Context: an optimization exercise on an open-source flow, tuned for small area. The choices shown serve that exercise and are no tape-out recipe. The RTL of this run was laid out without a check of its function. Power is estimated from default activity; no workload was simulated.

$ cat design/flow/design.v
module ddr_memory_rtl #(
    parameter ADDR_WIDTH = 4,
    parameter DATA_WIDTH = 32,
    parameter MEM_SIZE   = 16
) (
    input  logic                  clk,
    input  logic                  reset,
    input  logic                  wr,        
    input  logic                  rd,        
    input  logic [ADDR_WIDTH-1:0] addr,      
    input  logic [DATA_WIDTH-1:0] wdata,     
    output logic [DATA_WIDTH-1:0] rdata,     
    output logic                  response
);
  logic [DATA_WIDTH-1:0] mem[0:MEM_SIZE-1];
  logic [MEM_SIZE-1:0]   valid;
  logic [MEM_SIZE-1:0]   we;
  logic [MEM_SIZE-1:0]   sel;
  logic [DATA_WIDTH-1:0] rd_next;
  logic [3:0] rhi;
  always_comb begin
    for (int j = 0; j < 4; j++) rhi[j] = rd && addr[3:2] == 2'(j);
    for (int i = 0; i < MEM_SIZE; i++) begin
      we[i]  = wr && addr == ADDR_WIDTH'(i);
      sel[i] = rhi[i/4] && valid[i] && addr[1:0] == 2'(i%4);
    end
  end
  always_ff @(posedge clk or posedge reset) begin
    if (reset) begin
      valid    <= '0;
      response <= 1'b0;
    end else begin
      valid    <= valid | we;
      response <= wr;
    end
  end
  always_ff @(posedge clk) begin
    for (int i = 0; i < MEM_SIZE; i++)
      if (we[i]) mem[i] <= wdata;
  end
  always_comb begin
    rd_next = '0;
    for (int k = 0; k < 5; k++)
      rd_next = rd_next | ((mem[3*k] & {DATA_WIDTH{sel[3*k]}}) | (mem[3*k+1] & {DATA_WIDTH{sel[3*k+1]}}) | (mem[3*k+2] & {DATA_WIDTH{sel[3*k+2]}}));
    rd_next = rd_next | (mem[15] & {DATA_WIDTH{sel[15]}});
  end
  always_ff @(posedge clk) begin
    rdata <= rd_next;
  end
endmodule
$ cat design/flow/flow/run.sh
#!/bin/bash
# The standard layout (standard.sh), with four changes to how it is built:
#  - synthesis is synth_recipe.tcl unchanged, except that its technology mapping
#    call (abc) runs flow/abc_area.script, an area-oriented mapping, in place of
#    ORFS's speed script;
#  - the port buffers use the smallest buffer cell;
#  - the clock tree is built from clusters of up to 21 sinks (120 um across) driven
#    by clkbuf_8, without dummy loads;
#  - before the resizer's repair after global placement, flow/upsize.tcl swaps the
#    buffers timing-driven placement put on internal high-fanout nets for
#    stronger drivers of those nets.
# Each tool's output goes to the logs under orfs/logs and to flow_standard.log.
set -euo pipefail
W=$PWD
cat > "$W/flow_synth.tcl" <<EOF
proc abc {args} {
  set i [lsearch -exact \$args -script]
  if {\$i >= 0} { lset args [expr {\$i + 1}] {$W/flow/abc_area.script} }
  yosys abc {*}\$args
}
source {$W/synth_recipe.tcl}
EOF
sed "s#SYNTH_SCRIPT=[^ ]*#SYNTH_SCRIPT=$W/flow_synth.tcl#" standard.sh > flow_standard.sh
grep -q "SYNTH_SCRIPT=$W/flow_synth.tcl" flow_standard.sh
export BUFFER_PORTS_ARGS="-buffer_cell sky130_fd_sc_hd__buf_1"
export PRE_RESIZE_TCL="$W/flow/upsize.tcl"
export CTS_ARGS="-sink_clustering_enable -repair_clock_nets -buf_list sky130_fd_sc_hd__clkbuf_8 -sink_clustering_size 21 -sink_clustering_max_diameter 120 -dont_use_dummy_load"
bash flow_standard.sh > flow_standard.log 2>&1
$ cat design/flow/flow/abc_area.script
strash
&get -n
&st
&dch
&nf -R 1000 -C 32
&put
$ cat design/flow/flow/upsize.tcl
# Before the resizer's repair: take out the buffers that timing-driven global
# placement put on internal nets (never a port's buffer), and give the drivers
# of the high-fanout nets left the next drive strength of their own cell family.
set bufs {}
foreach cell [get_cells *] {
  set ref [get_property $cell ref_name]
  if {![regexp {^sky130_fd_sc_hd__buf_[0-9]+$} $ref]} { continue }
  set port 0
  foreach pin [get_pins -of_objects $cell] {
    set net [get_nets -quiet -of_objects $pin]
    if {$net ne "" && [llength [get_ports -quiet -of_objects $net]] > 0} { set port 1 }
  }
  if {!$port} { lappend bufs [get_full_name $cell] }
}
puts "upsize.tcl: removing [llength $bufs] internal buffers"
if {[llength $bufs] > 0} { remove_buffers {*}$bufs }
set n_up 0
foreach cell [get_cells *] {
  set ref [get_property $cell ref_name]
  if {![regexp {^(sky130_fd_sc_hd__(and|nand|nor|or)[0-9][a-z]*)_1$} $ref -> fam]} { continue }
  foreach pin [get_pins -of_objects $cell -filter "direction == output"] {
    set net [get_nets -quiet -of_objects $pin]
    if {$net eq ""} { continue }
    set nload [llength [get_pins -quiet -of_objects $net -filter "direction == input"]]
    if {$nload > 12 && [llength [get_ports -quiet -of_objects $net]] == 0 &&
        [llength [get_lib_cells -quiet */${fam}_2]] > 0} {
      replace_cell $cell ${fam}_2
      incr n_up
    }
  }
}
puts "upsize.tcl: upsized $n_up drivers"
$ cat design/flow/standard.sh
#!/bin/bash
# synth_recipe.tcl (not shown) runs the flow's synth.tcl, then flattens the netlist and writes it again
# the make line also repeats each setting of config.mk as NAME=value (left out here)
make -C /OpenROAD-flow-scripts/flow DESIGN_CONFIG=/design/flow/config.mk WORK_HOME=/design/flow/orfs CLKGATE_MAP_FILE= SYNTH_SCRIPT=/design/flow/synth_recipe.tcl "${@:-finish}"
$ cat design/flow/config.mk
export PLATFORM = sky130hd
export DESIGN_NAME = ddr_memory_rtl
export DESIGN_NICKNAME = ddr_memory_rtl
export VERILOG_FILES = /design/flow/design.v
export SDC_FILE = /design/flow/constraint.sdc
export NUM_CORES = 4
export LEC_CHECK = 0
export CAP_MARGIN = 0
export CORE_MARGIN = 2
export CORE_UTILIZATION = 70
export CTS_BUF_LIST = sky130_fd_sc_hd__clkbuf_8
export CTS_CLUSTER_DIAMETER = 120
export CTS_CLUSTER_SIZE = 21
export SLEW_MARGIN = 0
$ cat design/flow/constraint.sdc
create_clock -name core_clock -period 4.0 [get_ports {clk}]
set_input_delay 0.8000 -clock core_clock [delete_from_list [all_inputs] [get_ports {clk}]]
set_output_delay 0.8000 -clock core_clock [all_outputs]
set_load 0.01 [all_outputs]
==> run notes <==
-- worst register-to-register path: stages, from the launching register on --
cell and delay [ns]:
dfrtp_1 0.39, and3_2 0.51, a222oi_1 0.48, and3_1 0.21, nand4_1 0.23
-- state kept, by name, indices dropped and copies added, names as in the netlist --
register / count
mem: 512
rdata: 32
valid: 16
response: 1
-- Yosys cell counts (all sizes together) --
cell type  number
or2            17
nor2b           2
edfxtp        512
nand4          32
nand2b          2
and3           48
dfxtp          32
clkinv          2
nand2          37
nor2           21
and2            1
a222oi        160
dfrtp          17
-- layer usage --
| metal | wire length (µm) | up-vias | GRT usage (%) |
|---|---|---|---|
| met5 | 14 | - | 0 |
| met3 | 4714 | 71 | 4.725 |
| met1 | 16340 | 5161 | 45.17 |
| met4 | 996 | 2 | 8.021 |
| met2 | 20340 | 658 | 47.70 |
| li1 | - | 4140 | - |
-- path summary, 6_finish.rpt --
kind / end / slack (ns) / depth (start not counted)
min: response / 0.13 / 2
max: rdata[5] / 1.31 / 7
max in group asynchronous: valid[1] / 3.57 / 2
min in group core_clock: response / 0.37 / 1
max reg2reg: rdata[5] / 2.00 / 4
min reg2reg: rdata[9] / 0.44 / 2
-- kinds of logic (layout without fill, tap and decap cells) --
| kind of cell | Yosys count | in the layout | share of synthesized area [%] |
|---|---|---|---|
| and+or+nand+nor | 160 | 160 | 4.527 |
| AOI/OAI and AO/OA | 160 | 160 | 8.471 |
| other | 0 | 1 | 0 |
| buffers and inverters | 2 | 108 | 0.03972 |
| DFF | 561 | 561 | 86.96 |
-- power by group --
part           switching, mW  internal, mW
clock network           1.52         0.676
registers             0.0551          6.57
logic                  0.259        0.0983
total                   1.84          7.34
-- cell type report --
type | count | area (µm²) | share of cell area, %
clock buffer | 30 | 412.9 | 2.039
sequential | 561 | 16440 | 81.18
tap | 341 | 426.7 | 2.107
multi-input combinational | 320 | 2597 | 12.83
timing repair buffer | 76 | 365.4 | 1.804
antenna | 1 | 2.502 | 0.01236
inverter | 2 | 7.507 | 0.03707
-- through the flow --
step,cells,hold WS [ns],worst slack (ns)
3_3_place_gp,1338,0.4249,0.5912
6_report,1331,0.1276,1.307
2_1_floorplan,883,0.4207,1.057
4_1_cts,1326,0.1135,1.381
3_5_place_dp,1296,0.4319,0.7144
5_1_grt,1330,0.1480,1.217
-- cell usage in the layout, fill, tap and decap left out, types with 17 or more instances in the layout --
cell	instances
dfrtp_1	17
clkbuf_8	30
or2_0	17
buf_1	72
nand2_1	37
edfxtp_1	512
dfxtp_1	32
nand4_1	32
and3_1	32
a222oi_1	160
==> impl_metrics.tcl <==
set metrics [dict create \
    nFillCells 1505 \
    fin_nets 1031 \
    fin_crit_sh_pct 67.32 \
    vias_per_cell 7.537 \
    postCtsSetupBuffers 0 \
    ys_warn_count 2 \
    holdCritPathClass "in -> async" \
    drtIter0Drc 2051 \
    layout-drive-gt1-share_pct 6.673 \
    fmax_ghz 0.3714 \
    grt_pass1_vias 9844 \
    syn_avg_cell_area_um2 21.41 \
    cts_root_buf "clkbuf_8" \
    yosysUniqueCellTypes 13 \
    finalInstanceArea_mm2 0.02025 \
    cts_resized 0 \
    cp_slowest_cell "or2_0" \
    place_congestion 0.8029 \
    fin_setup_tns_ns 0 \
    htreeDepth 1 \
    num_vias 10030 \
    drv_slew 0 \
    dp_hpwl_um 20750 \
    p_total_mw 9.178 \
    end_kind "flip-flop" \
    fin_crit_ns 2.693 \
    clock_skew_ns 0.01958 \
    cap_violations 0 \
    cts_tree "built" \
    yosysSeqAreaShare_pct 86.96 \
    post_drt_wl_per_cell_um 31.86 \
    worst_slew_pin_slew_ns 1.426 \
    synth_top_area_share_pct 81.32 \
    cp.arrival_ns 3.13 \
    grt_pass1_wl_um 61310 \
    worst_skew_pair.late_latency_ns 0.61 \
    die_area_mm2 0.02834 \
    ys_seq_elements 561 \
    cts_buffer_depth 3 \
    status "complete, no violations" \
    syn_to_final_growth_pct 7.128 \
    crit_chain "buf_1 -> or2_0 -> nor2_1 -> and3_2 -> a222oi_1 -> and3_1 -> nand4_1" \
    grtUsageTotal_pct 30.05 \
    synthTopCellsByArea "edfxtp_1 81%, a222oi_1 8.5%, dfxtp_1 3.4%, dfrtp_1 2.3%, and3_1 1.6%" \
    synthesis.area_mm2 0.01891 \
    syn-num-nets 923 \
    hold_buffers 0 \
    drt-total-wl_um 42410 \
    overflow 0 \
    portBuffers 72 \
    antenna_found_initial 1 \
    crit_fanout 32 \
    rsz0062_at_grt "false" \
    power.static_leakage_nw 6.026 \
    rr_startpoint "valid[8]" \
    required_ns 4.43 \
    yosysTopAreaCell "edfxtp_1" \
    cpPeakStageDelay_ns 0.56 \
    num_rows 60 \
    vdd_drop_max_uv 335.9 \
    drt-pass1-iter-count 9 \
    crit_start "addr[2]" \
    p_per_area_mw_per_mm2 453.1 \
    path_buf_inv 1 \
    crit_family "simple AND/OR/NAND/NOR gates" \
    initial_core_util_pct 70.74 \
    fp.dieH_um 168.3 \
    report.final.setup_viol 0 \
    critPathLaunchType "input port" \
    core_mm2 0.02673 \
    clkSinkCount 561 \
    die_width_um 168.3 \
    finalHoldViolations 0 \
    drcViolationCount 0 \
    placed_cell_area_mm2 0.01974 \
    netlist_instances 883 \
    io_pins 73 \
    slew_headroom_pct 4.694 \
    fin_util_pct 75.78 \
    drtAntennaViolNets 0 \
    path_class "in -> reg" \
    cts_made_buffers 30 \
    grt_max_degree 34 \
    clk_pin_slew_worst_paths_ns 0.12 \
]

==> separate check: timing with driven ports <==
How much do the figures lean on ideal ports? The routed layout below was timed once more, with nothing changed but the port constraints. Step 1: set_driving_cell puts a clkbuf_16 on clk and a buf_2 on each other input, an assumption about the parent block. Step 2 times the ports against the registers' clock, not the clock port: input delays grow and output delays shrink by t, the midpoint of the rising clock arrivals with the driver on. Three values: ideal, step 1, step 2; two values: the first two.
t (ns): 0.653
setup slack, ns: 1.307 / 1.331 / 0.678
clock arrival spread, ns: 0.030 / 0.030
worst register clock-pin slew, ns: 0.12 / 0.12
cell pins on the clock port's net: 1
After both steps this run still meets setup and hold. For this run, drivers alone change the setup slack by +0.024 ns; drivers and shift together by -0.629 ns.
